This design comes from an exercise in tuning for small area on the open sky130 flow, not from production work.
At most, simulation tests tie the RTL to the original design; equivalence was not proved.
The clock port is modelled as an ideal driver; clocking choices that lean on that would not hold on a real chip.
Power figures rest on the tool's default switching activity, not on a simulated workload.

Setup of job 105:
==> flow/design.v (excerpt) <==
module PongGame
(
	input CLOCK_50,
	input [3:0] KEY,
	input [9:0] SW,
	output logic VGA_BLANK_N,
	output logic VGA_SYNC_N,
	output logic VGA_HS,
	output logic VGA_VS,
	output logic [ 7:0] VGA_R,
	output logic [ 7:0] VGA_G,
	output logic [ 7:0] VGA_B
);
Size in the first run: ~640 cells after synthesis, about 76 flip-flops, ~43 I/O pins.
==> module VgaController, before the edit <==
module VgaController
(
	input  logic        Clock,
	input  logic        Reset,
	output logic        vSync_n,
	output logic        hSync_n,
	output logic        sync_n,
	output logic        blank_n,
	output logic [10:0] hCount,
	output logic [9:0]  vCount
);
	logic hWrap, vWrap;
	assign hWrap = hCount[10] & hCount[4];
	assign vWrap = vCount[9] & vCount[7] & vCount[4] & vCount[3] & vCount[1];
	logic [10:0] hInc;
	logic [9:0]  vInc;
	RippleInc #(11) hAdd (.q(hCount), .en(1'b1),  .d(hInc));
	RippleInc #(10) vAdd (.q(vCount), .en(hWrap), .d(vInc));
	always_ff @(posedge Clock)
	begin
		hCount <= (Reset | hWrap | vWrap) ? 11'd0 : hInc;
		vCount <= (Reset | vWrap) ? 10'd0 : vInc;
	end
	logic hVis, vVis, hSync, vSyncBand;
	assign hVis = ~(hCount[10] | (hCount[9] & hCount[8] & (hCount[7] | hCount[6] | hCount[5])));   
	assign vVis = ~(vCount[9] & (vCount[7] | (vCount[6] & (vCount[5] | (vCount[4] & vCount[3])))));   
	assign hSync = (hCount >= 11'd856) && (hCount < 11'd976);
	logic vGe637;                                                           
	assign vGe637 = vCount[9] & (vCount[7] | (&vCount[6:2] & (vCount[1] | vCount[0])));
	assign vSyncBand = vGe637 && (vCount < 10'd643);
	assign blank_n = hVis & vVis;
	assign hSync_n = ~hSync;
	assign vSync_n = ~(vGe637 && (hCount < 11'd643));
	assign sync_n  = ~(hSync | vSyncBand);
endmodule
==> module PongGame, before the edit <==
module PongGame
(
	input CLOCK_50,
	input [3:0] KEY,
	input [9:0] SW,
	output logic VGA_BLANK_N,
	output logic VGA_SYNC_N,
	output logic VGA_HS,
	output logic VGA_VS,
	output logic [ 7:0] VGA_R,
	output logic [ 7:0] VGA_G,
	output logic [ 7:0] VGA_B
);
	logic [10:0] hCount;
	logic [9:0]  vCount;
	logic        pix_stb;
	logic [8:0]  topL, topR;
	logic [9:0]  ballX;
	logic [10:0] ballY;
	VgaController vgaDisplay
	(
		.Clock(CLOCK_50),
		.Reset(SW[9]),
		.blank_n(VGA_BLANK_N),
		.sync_n(VGA_SYNC_N),
		.hSync_n(VGA_HS),
		.vSync_n(VGA_VS),
		.hCount(hCount),
		.vCount(vCount)
	);
	slowClock #(10) tick(CLOCK_50, SW[9], pix_stb);
	ball #(.oLeft(390), .oTop(290)) BallObj
	(
		.Clock(CLOCK_50),
		.Enable(pix_stb),
		.Reset(SW[9]),
		.topPlaneL(topL),
		.topPlaneR(topR),
		.ballX(ballX),
		.ballY(ballY)
	);
	Paddle #(.paddleTop(225)) paddle_LObj
	(
		.Clock(CLOCK_50),
		.Enable(pix_stb),
		.Reset(SW[9]),
		.downPaddle(~KEY[3]),
		.upPaddle(~KEY[2]),
		.topPaddle(topL)
	);
	Paddle #(.paddleTop(225)) paddle_RObj
	(
		.Clock(CLOCK_50),
		.Enable(pix_stb),
		.Reset(SW[9]),
		.downPaddle(~KEY[1]),
		.upPaddle(~KEY[0]),
		.topPaddle(topR)
	);
	logic [9:0] bx, by;
	logic       bxc, byc;
	RippleSub #(10) subBX (.a(hCount[9:0]), .b(ballX), .cin(1'b0), .s(bx), .cout(bxc));
	RippleSub #(10) subBY (.a(vCount), .b(ballY[9:0]), .cin(1'b0), .s(by), .cout(byc));
	logic drawBall;
	assign drawBall = !ballY[10] && bx <= 10'd18 && by <= 10'd18;
	logic [8:0] pTop;
	logic [9:0] py;
	logic       pyc;
	assign pTop = hCount[9] ? topR : topL;
	RippleSub #(10) subPY (.a(vCount), .b({1'b0, pTop}), .cin(1'b0), .s(py), .cout(pyc));
	logic inPaddleRows, drawPaddle_R, drawPaddle_L;
	assign inPaddleRows = py <= 10'd148;
	assign drawPaddle_R = inPaddleRows && hCount >= 11'd721 && hCount <= 11'd769;
	assign drawPaddle_L = inPaddleRows && hCount >= 11'd31 && hCount <= 11'd79;
	logic DrawDivider;
	Divider DividerObj (.yPosition(vCount), .xPosition(hCount), .DrawDivider(DrawDivider));
	logic white, red, blue;
	assign white = VGA_BLANK_N && (drawBall || DrawDivider);
	assign red   = drawPaddle_R;
	assign blue  = drawPaddle_L;
	assign VGA_R = {8{white}} | {8{red}} & 8'hEF | {8{blue}} & 8'h07;
	assign VGA_G = {8{white}} | {8{red}} & 8'h2F | {8{blue}} & 8'h37;
	assign VGA_B = {8{white}} | {8{red}} & 8'h2F | {8{blue}} & 8'hF7;
endmodule
export LEC_CHECK = 0
export CAP_MARGIN = 0
export CORE_MARGIN = 2
export CORE_UTILIZATION = 80
export CTS_BUF_LIST = sky130_fd_sc_hd__clkbuf_4
export SLEW_MARGIN = 0
create_clock -name core_clock -period 10.0 [get_ports {CLOCK_50}]
standard.sh (not shown) runs the stock make flow with config.mk's settings and CLKGATE_MAP_FILE= SYNTH_SCRIPT=/design/flow/synth_recipe.tcl, a recipe that flattens the netlist after the stock synthesis.
==> flow/flow/run.sh <==
#!/bin/bash
# The standard layout (standard.sh, standard synthesis unchanged), with:
# - the port buffers made from the smallest buffer;
# - cells downsized to their smallest drive strength after floorplan and again
#   after clock-tree synthesis (the repair steps that follow restore drive
#   where timing, slew or capacitance need it);
# - after floorplan, the combinational logic re-mapped for area by OpenROAD's
#   restructure (ABC; registers untouched), its files and ABC log in rmp/;
# - a clock tree of clkbuf_4 with no dummy loads, whose leaf buffers with a
#   high estimated output slew are upsized to clkbuf_8.
# The make output of every step goes to standard.log; ORFS keeps each tool's
# own log under orfs/logs.
cp standard.sh standard.sh.log
export BUFFER_PORTS_ARGS="-buffer_cell sky130_fd_sc_hd__buf_1"
export CTS_ARGS="-sink_clustering_enable -repair_clock_nets -buf_list sky130_fd_sc_hd__clkbuf_4 -dont_use_dummy_load"
export POST_CTS_TCL="$(pwd)/flow/cts_post.tcl"
export POST_FLOORPLAN_TCL="$(pwd)/flow/floorplan_post.tcl"
export RMP_WORK="$(pwd)/rmp"
bash standard.sh > standard.log 2>&1
Other scripts of this flow, unchanged in this note and not shown: flow/flow/cts_post.tcl, flow/flow/downsize.tcl, flow/flow/floorplan_post.tcl
Edits applied to the flow inputs when going from job 105 to job 103:
--- a/flow/design.v
+++ b/flow/design.v
@@ -225,12 +225,10 @@
 	logic hVis, vVis, hSync, vSyncBand;
 	assign hVis = ~(hCount[10] | (hCount[9] & hCount[8] & (hCount[7] | hCount[6] | hCount[5])));   
-	assign vVis = ~(vCount[9] & (vCount[7] | (vCount[6] & (vCount[5] | (vCount[4] & vCount[3])))));   
+	assign vVis = ~(vCount[9] & (vCount[8] | vCount[7] | (vCount[6] & (vCount[5] | (vCount[4] & vCount[3])))));   
 	assign hSync = (hCount >= 11'd856) && (hCount < 11'd976);
-	logic vGe637;                                                           
-	assign vGe637 = vCount[9] & (vCount[7] | (&vCount[6:2] & (vCount[1] | vCount[0])));
-	assign vSyncBand = vGe637 && (vCount < 10'd643);
+	assign vSyncBand = (vCount >= 10'd637) && (vCount < 10'd643);
 	assign blank_n = hVis & vVis;
 	assign hSync_n = ~hSync;
-	assign vSync_n = ~(vGe637 && (hCount < 11'd643));
+	assign vSync_n = ~((vCount >= 10'd637) && (hCount < 11'd643));
 	assign sync_n  = ~(hSync | vSyncBand);
 endmodule
@@ -313,6 +311,6 @@
 	logic white, red, blue;
 	assign white = VGA_BLANK_N && (drawBall || DrawDivider);
-	assign red   = drawPaddle_R;
-	assign blue  = drawPaddle_L;
+	assign red   = VGA_BLANK_N && !drawBall && drawPaddle_R;
+	assign blue  = VGA_BLANK_N && !drawBall && drawPaddle_L;
 	assign VGA_R = {8{white}} | {8{red}} & 8'hEF | {8{blue}} & 8'h07;
 	assign VGA_G = {8{white}} | {8{red}} & 8'h2F | {8{blue}} & 8'h37;
[summary]
On total die area: between job 105 and job 103, it ends up higher for job 105. Job 105 reports its commonest non-fill, non-tap cell in the layout as nor2_1 while job 103 reports clkinv_1. Relative to job 105, combinational power increased by about 30% in job 103. Summary of job 103 over job 105: first-pass GRT wire length saw a decrease, first-iteration DRC count has remained practically unchanged, clock share of power went down 0.8 points, routed wire length decreased by 460 um relative to the old numbers. Comparing job 105 and job 103, the lower synthesized area was measured on job 103. Changes observed in job 103 relative to job 105: number of fill cells -8; power +0.0000044 W; number of multi-input combinational cells moved down. In job 103 the share of the yosys chip area belonging to registers turned out 0.29 points higher than in job 105. Between job 105 and job 103, the flow reports distinct cell type count after synthesis decreasing by a few percent.
The RTL of job 105 was laid out without a check of its function.

* * *

== nickel ==
Another version of the RTL of PongGame (not shown whole).
For scale: about 650 cells after synthesis, roughly 76 flip-flops, ~43 I/O pins.
==> module ball, before the edit <==
module ball
#(
	oLeft = 390,
	oTop = 290
)
(
	input  logic        Clock,
	input  logic        Enable,
	input  logic        Reset,
	input  logic [8:0]  topPlaneL,
	input  logic [8:0]  topPlaneR,
	output logic [9:0]  ballX,
	output logic [10:0] ballY
);
	logic xdir, ydir;
	logic atLeft, atRight;
	assign atLeft  = ballX[9:1] == 9'd0;                                   
	assign atRight = ballX[9] & ballX[8] & ballX[3] & ballX[2];            
	logic zoneR, zoneL, faceR, faceL;
	assign zoneR = ballX >= 10'd700 && ballX <= 10'd750;
	assign zoneL = ballX >= 10'd30 && ballX <= 10'd80;
	assign faceR = ballX == 10'd700;
	assign faceL = ballX == 10'd80;
	logic [8:0]  pTop;
	logic [11:0] d;
	logic        dc;
	assign pTop = ballX[9] ? topPlaneR : topPlaneL;
	RippleSub #(12) sub (.a({1'b0, ballY}), .b({3'b0, pTop}), .cin(1'b1), .s(d), .cout(dc));
	logic wrapB;                          
	assign wrapB = ballY >= 11'd2028;
	logic dNeg, dPos, dLt150, dLe150, dGeM19, dLe130, dGe130;
	assign dNeg   = d[11];
	assign dPos   = !d[11] && d != 12'd0;
	assign dLt150 = d[11] || d[10:0] < 11'd150;
	assign dLe150 = d[11] || d[10:0] <= 11'd150;
	assign dGeM19 = !d[11] || d[10:0] >= 11'd2029;
	assign dLe130 = d[11] || d[10:0] <= 11'd130;
	assign dGe130 = !d[11] && d[10:0] >= 11'd130;
	logic hitTopSide, hitBottomSide, hitLeftBottom, hitFace;
	assign hitTopSide    = dLt150 && dGeM19;                   
	assign hitBottomSide = dPos && dLt150;                     
	assign hitLeftBottom = dGe130 && dLe150;                   
	assign hitFace       = !dNeg && (dLe130 || wrapB);         
	logic atCeil, atFloor;
	assign atCeil  = ballY[10:1] == 10'd0;                     
	assign atFloor = ballY >= 11'd580 && ballY < 11'd2028;     
	logic ydirNext, xdirNext;
	always_comb
	begin
		ydirNext = ydir;
		xdirNext = xdir;
		if (atCeil)  ydirNext = 1;
		if (atFloor) ydirNext = 0;
		if (atLeft)  begin xdirNext = 1; ydirNext = 1; end
		if (atRight) begin xdirNext = 0; ydirNext = 0; end
		if ((zoneR || zoneL) && hitTopSide) ydirNext = 0;
		if (zoneR && hitBottomSide) ydirNext = 1;
		if (zoneL && hitLeftBottom) ydirNext = 1;
		if (faceR && hitFace) xdirNext = 0;
		if (faceL && hitFace) xdirNext = 1;
	end
	logic        recentre;
	logic [9:0]  xStep;
	logic [10:0] yStep;
	assign recentre = atLeft | atRight;
	RippleUpDown #(10) xs (.q(ballX), .en(Enable), .dn(!xdir), .d(xStep));
	RippleUpDown #(11) ys (.q(ballY), .en(Enable), .dn(!ydir), .d(yStep));
	always_ff @(posedge Clock)
	begin
		if (Reset || (Enable && recentre))
		begin
			ballX <= oLeft;
			ballY <= oTop;
		end
		else
		begin
			ballX <= xStep;
			ballY <= yStep;
		end
		if (Reset)
		begin
			xdir <= 1;
			ydir <= 1;
		end
		else if (Enable)
		begin
			xdir <= xdirNext;
			ydir <= ydirNext;
		end
	end
endmodule
==> module PongGame, before the edit <==
module PongGame
(
	input CLOCK_50,
	input [3:0] KEY,
	input [9:0] SW,
	output logic VGA_BLANK_N,
	output logic VGA_SYNC_N,
	output logic VGA_HS,
	output logic VGA_VS,
	output logic [ 7:0] VGA_R,
	output logic [ 7:0] VGA_G,
	output logic [ 7:0] VGA_B
);
	logic [10:0] hCount;
	logic [9:0]  vCount;
	logic        pix_stb;
	logic [8:0]  topL, topR;
	logic [9:0]  ballX;
	logic [10:0] ballY;
	VgaController vgaDisplay
	(
		.Clock(CLOCK_50),
		.Reset(SW[9]),
		.blank_n(VGA_BLANK_N),
		.sync_n(VGA_SYNC_N),
		.hSync_n(VGA_HS),
		.vSync_n(VGA_VS),
		.hCount(hCount),
		.vCount(vCount)
	);
	slowClock #(10) tick(CLOCK_50, SW[9], pix_stb);
	ball #(.oLeft(390), .oTop(290)) BallObj
	(
		.Clock(CLOCK_50),
		.Enable(pix_stb),
		.Reset(SW[9]),
		.topPlaneL(topL),
		.topPlaneR(topR),
		.ballX(ballX),
		.ballY(ballY)
	);
	Paddle #(.paddleTop(225)) paddle_LObj
	(
		.Clock(CLOCK_50),
		.Enable(pix_stb),
		.Reset(SW[9]),
		.downPaddle(~KEY[3]),
		.upPaddle(~KEY[2]),
		.topPaddle(topL)
	);
	Paddle #(.paddleTop(225)) paddle_RObj
	(
		.Clock(CLOCK_50),
		.Enable(pix_stb),
		.Reset(SW[9]),
		.downPaddle(~KEY[1]),
		.upPaddle(~KEY[0]),
		.topPaddle(topR)
	);
	logic [10:0] bx, by;
	logic        bxc, byc;
	RippleSub #(11) subBX (.a({1'b0, hCount[9:0]}), .b({1'b0, ballX}), .cin(1'b0), .s(bx), .cout(bxc));
	RippleSub #(11) subBY (.a({1'b0, vCount}), .b({1'b0, ballY[9:0]}), .cin(1'b0), .s(by), .cout(byc));
	logic drawBall;
	assign drawBall = !ballY[10] && bx <= 11'd18 && by <= 11'd18;
	logic [8:0]  pTop;
	logic [10:0] py;
	logic        pyc;
	assign pTop = hCount[9] ? topR : topL;
	RippleSub #(11) subPY (.a({1'b0, vCount}), .b({2'b0, pTop}), .cin(1'b0), .s(py), .cout(pyc));
	logic inPaddleRows, drawPaddle_R, drawPaddle_L;
	assign inPaddleRows = py <= 11'd148;
	assign drawPaddle_R = inPaddleRows && hCount >= 11'd721 && hCount <= 11'd769;
	assign drawPaddle_L = inPaddleRows && hCount >= 11'd31 && hCount <= 11'd79;
	logic DrawDivider;
	Divider DividerObj (.yPosition(vCount), .xPosition(hCount), .DrawDivider(DrawDivider));
	logic white, red, blue;
	assign white = VGA_BLANK_N && (drawBall || DrawDivider);
	assign red   = VGA_BLANK_N && !drawBall && drawPaddle_R;
	assign blue  = VGA_BLANK_N && !drawBall && drawPaddle_L;
	assign VGA_R = {8{white}} | {8{red}} & 8'hEF | {8{blue}} & 8'h07;
	assign VGA_G = {8{white}} | {8{red}} & 8'h2F | {8{blue}} & 8'h37;
	assign VGA_B = {8{white}} | {8{red}} & 8'h2F | {8{blue}} & 8'hF7;
endmodule
export LEC_CHECK = 0
export CAP_MARGIN = 20
export CORE_MARGIN = 2
export CORE_UTILIZATION = 65
export CTS_BUF_LIST = sky130_fd_sc_hd__clkbuf_4
export SLEW_MARGIN = 20
create_clock -name core_clock -period 10.0 [get_ports {CLOCK_50}]
==> flow/flow/run.sh <==
#!/bin/bash
# Standard layout, with the port buffers made from the smallest buffer,
# cells downsized after floorplan (placement repair restores any that need it),
# a clock tree of clkbuf_4 with no dummy loads, and clock-tree leaves whose
# estimated output slew is high upsized to clkbuf_8.
cp standard.sh standard.sh.log
export BUFFER_PORTS_ARGS="-buffer_cell sky130_fd_sc_hd__buf_1"
export CTS_ARGS="-sink_clustering_enable -repair_clock_nets -buf_list sky130_fd_sc_hd__clkbuf_4 -dont_use_dummy_load"
export POST_CTS_TCL="$(pwd)/flow/cts_post.tcl"
export POST_FLOORPLAN_TCL="$(pwd)/flow/downsize.tcl"
bash standard.sh > standard.log 2>&1
Other scripts of this flow, unchanged in this note and not shown: flow/flow/cts_post.tcl, flow/flow/downsize.tcl
The following lists how cedar was set up differently from nickel:
--- a/flow/design.v
+++ b/flow/design.v
@@ -128,31 +128,32 @@
 	logic zoneR, zoneL, faceR, faceL;
 	assign zoneR = ballX >= 10'd700 && ballX <= 10'd750;
 	assign zoneL = ballX >= 10'd30 && ballX <= 10'd80;
 	assign faceR = ballX == 10'd700;
 	assign faceL = ballX == 10'd80;
 	logic [8:0]  pTop;
-	logic [11:0] d;
+	logic [10:0] d;
 	logic        dc;
 	assign pTop = ballX[9] ? topPlaneR : topPlaneL;
-	RippleSub #(12) sub (.a({1'b0, ballY}), .b({3'b0, pTop}), .cin(1'b1), .s(d), .cout(dc));
-	logic wrapB;                          
-	assign wrapB = ballY >= 11'd2028;
+	RippleSub #(11) sub (.a({1'b0, ballY[9:0]}), .b({2'b0, pTop}), .cin(1'b1), .s(d), .cout(dc));
+	logic wrapped, wrapB;
+	assign wrapped = ballY[10];
+	assign wrapB = ballY >= 11'd2028;     
 	logic dNeg, dPos, dLt150, dLe150, dGeM19, dLe130, dGe130;
-	assign dNeg   = d[11];
-	assign dPos   = !d[11] && d != 12'd0;
-	assign dLt150 = d[11] || d[10:0] < 11'd150;
-	assign dLe150 = d[11] || d[10:0] <= 11'd150;
-	assign dGeM19 = !d[11] || d[10:0] >= 11'd2029;
-	assign dLe130 = d[11] || d[10:0] <= 11'd130;
-	assign dGe130 = !d[11] && d[10:0] >= 11'd130;
+	assign dNeg   = d[10];
+	assign dPos   = !d[10] && d != 11'd0;
+	assign dLt150 = d[10] || d[9:0] < 10'd150;
+	assign dLe150 = d[10] || d[9:0] <= 10'd150;
+	assign dGeM19 = !d[10] || d[9:0] >= 10'd1005;
+	assign dLe130 = d[10] || d[9:0] <= 10'd130;
+	assign dGe130 = !d[10] && d[9:0] >= 10'd130;
 	logic hitTopSide, hitBottomSide, hitLeftBottom, hitFace;
-	assign hitTopSide    = dLt150 && dGeM19;                   
-	assign hitBottomSide = dPos && dLt150;                     
-	assign hitLeftBottom = dGe130 && dLe150;                   
-	assign hitFace       = !dNeg && (dLe130 || wrapB);         
+	assign hitTopSide    = !wrapped && dLt150 && dGeM19;                   
+	assign hitBottomSide = !wrapped && dPos && dLt150;                     
+	assign hitLeftBottom = !wrapped && dGe130 && dLe150;                   
+	assign hitFace       = wrapped ? wrapB : (!dNeg && dLe130);            
 	logic atCeil, atFloor;
 	assign atCeil  = ballY[10:1] == 10'd0;                     
 	assign atFloor = ballY >= 11'd580 && ballY < 11'd2028;     
 	logic ydirNext, xdirNext;
 	always_comb
 	begin
@@ -287,25 +288,25 @@
 		.Enable(pix_stb),
 		.Reset(SW[9]),
 		.downPaddle(~KEY[1]),
 		.upPaddle(~KEY[0]),
 		.topPaddle(topR)
 	);
-	logic [10:0] bx, by;
-	logic        bxc, byc;
-	RippleSub #(11) subBX (.a({1'b0, hCount[9:0]}), .b({1'b0, ballX}), .cin(1'b0), .s(bx), .cout(bxc));
-	RippleSub #(11) subBY (.a({1'b0, vCount}), .b({1'b0, ballY[9:0]}), .cin(1'b0), .s(by), .cout(byc));
+	logic [9:0] bx, by;
+	logic       bxc, byc;
+	RippleSub #(10) subBX (.a(hCount[9:0]), .b(ballX), .cin(1'b0), .s(bx), .cout(bxc));
+	RippleSub #(10) subBY (.a(vCount), .b(ballY[9:0]), .cin(1'b0), .s(by), .cout(byc));
 	logic drawBall;
-	assign drawBall = !ballY[10] && bx <= 11'd18 && by <= 11'd18;
-	logic [8:0]  pTop;
-	logic [10:0] py;
-	logic        pyc;
+	assign drawBall = !ballY[10] && bx <= 10'd18 && by <= 10'd18;
+	logic [8:0] pTop;
+	logic [9:0] py;
+	logic       pyc;
 	assign pTop = hCount[9] ? topR : topL;
-	RippleSub #(11) subPY (.a({1'b0, vCount}), .b({2'b0, pTop}), .cin(1'b0), .s(py), .cout(pyc));
+	RippleSub #(10) subPY (.a(vCount), .b({1'b0, pTop}), .cin(1'b0), .s(py), .cout(pyc));
 	logic inPaddleRows, drawPaddle_R, drawPaddle_L;
-	assign inPaddleRows = py <= 11'd148;
+	assign inPaddleRows = py <= 10'd148;
 	assign drawPaddle_R = inPaddleRows && hCount >= 11'd721 && hCount <= 11'd769;
 	assign drawPaddle_L = inPaddleRows && hCount >= 11'd31 && hCount <= 11'd79;
 	logic DrawDivider;
 	Divider DividerObj (.yPosition(vCount), .xPosition(hCount), .DrawDivider(DrawDivider));
 	logic white, red, blue;
 	assign white = VGA_BLANK_N && (drawBall || DrawDivider);
Notes after the runs:
cedar vs nickel, cell count went up by 8. Taking cedar over nickel, the maximum frequency ratio works out to 1.05. Higher global routing met1 resource utilization among cedar and nickel: cedar. cedar vs. nickel: fraction of the mapped netlist area in adder cells went down by 1.5 points. Power per unit of standard cell area came out lower on cedar than on nickel. Simple logic cell fraction of the synthesized area, cedar and nickel: larger value in cedar. cedar falls short of nickel in wire length. On proportion of total power due to net switching, the lower figure sits with nickel, not cedar. Count of cells along the worst hold path: nickel vs cedar identical. cedar ends up with a part of the total power dissipated in the clock network that is 0.8 points higher than in nickel. Taking nickel as the reference, in cedar pre-CTS worst setup slack increased by 0.36 ns relative to the old numbers, total power increased by 1.2% relative to the old numbers, maximum fanout along the worst path lost 5, maximum cell stage delay along the critical path dropped 0.20 ns.
No functional check of the RTL was part of cedar.

## separate check: timing with driven ports
The results above use ideal ports. As a check the final layouts listed here were re-extracted and re-timed, cells and wires unchanged. Step 1, drivers: a clkbuf_16 drives CLOCK_50 and a buf_2 each remaining input, both assumed. Step 2 times the ports against the registers' clock, not the clock port: input delays grow and output delays shrink by t, the midpoint of the rising clock arrivals with the driver on. Three values: ideal, step 1, step 2; two values: the first two.
| run | shift t [ns] | setup WS [ns] | worst setup path at the end | worst data-port slew with drivers (ns) | cell pins on the clock port's net |
|---|---|---|---|---|---|
| job 105 | 0.454 | 1.691 / 1.661 / 2.114 | register to output | 0.03 | 1 |
| job 103 | 0.451 | 1.663 / 1.633 / 2.084 | register to output | 0.03 | 1 |
| nickel | 0.436 | 1.607 / 1.575 / 2.011 | register to output | 0.03 | 1 |
| cedar | 0.449 | 2.028 / 1.997 / 2.446 | register to output | 0.03 | 1 |
After both steps every run listed still meets setup and hold.
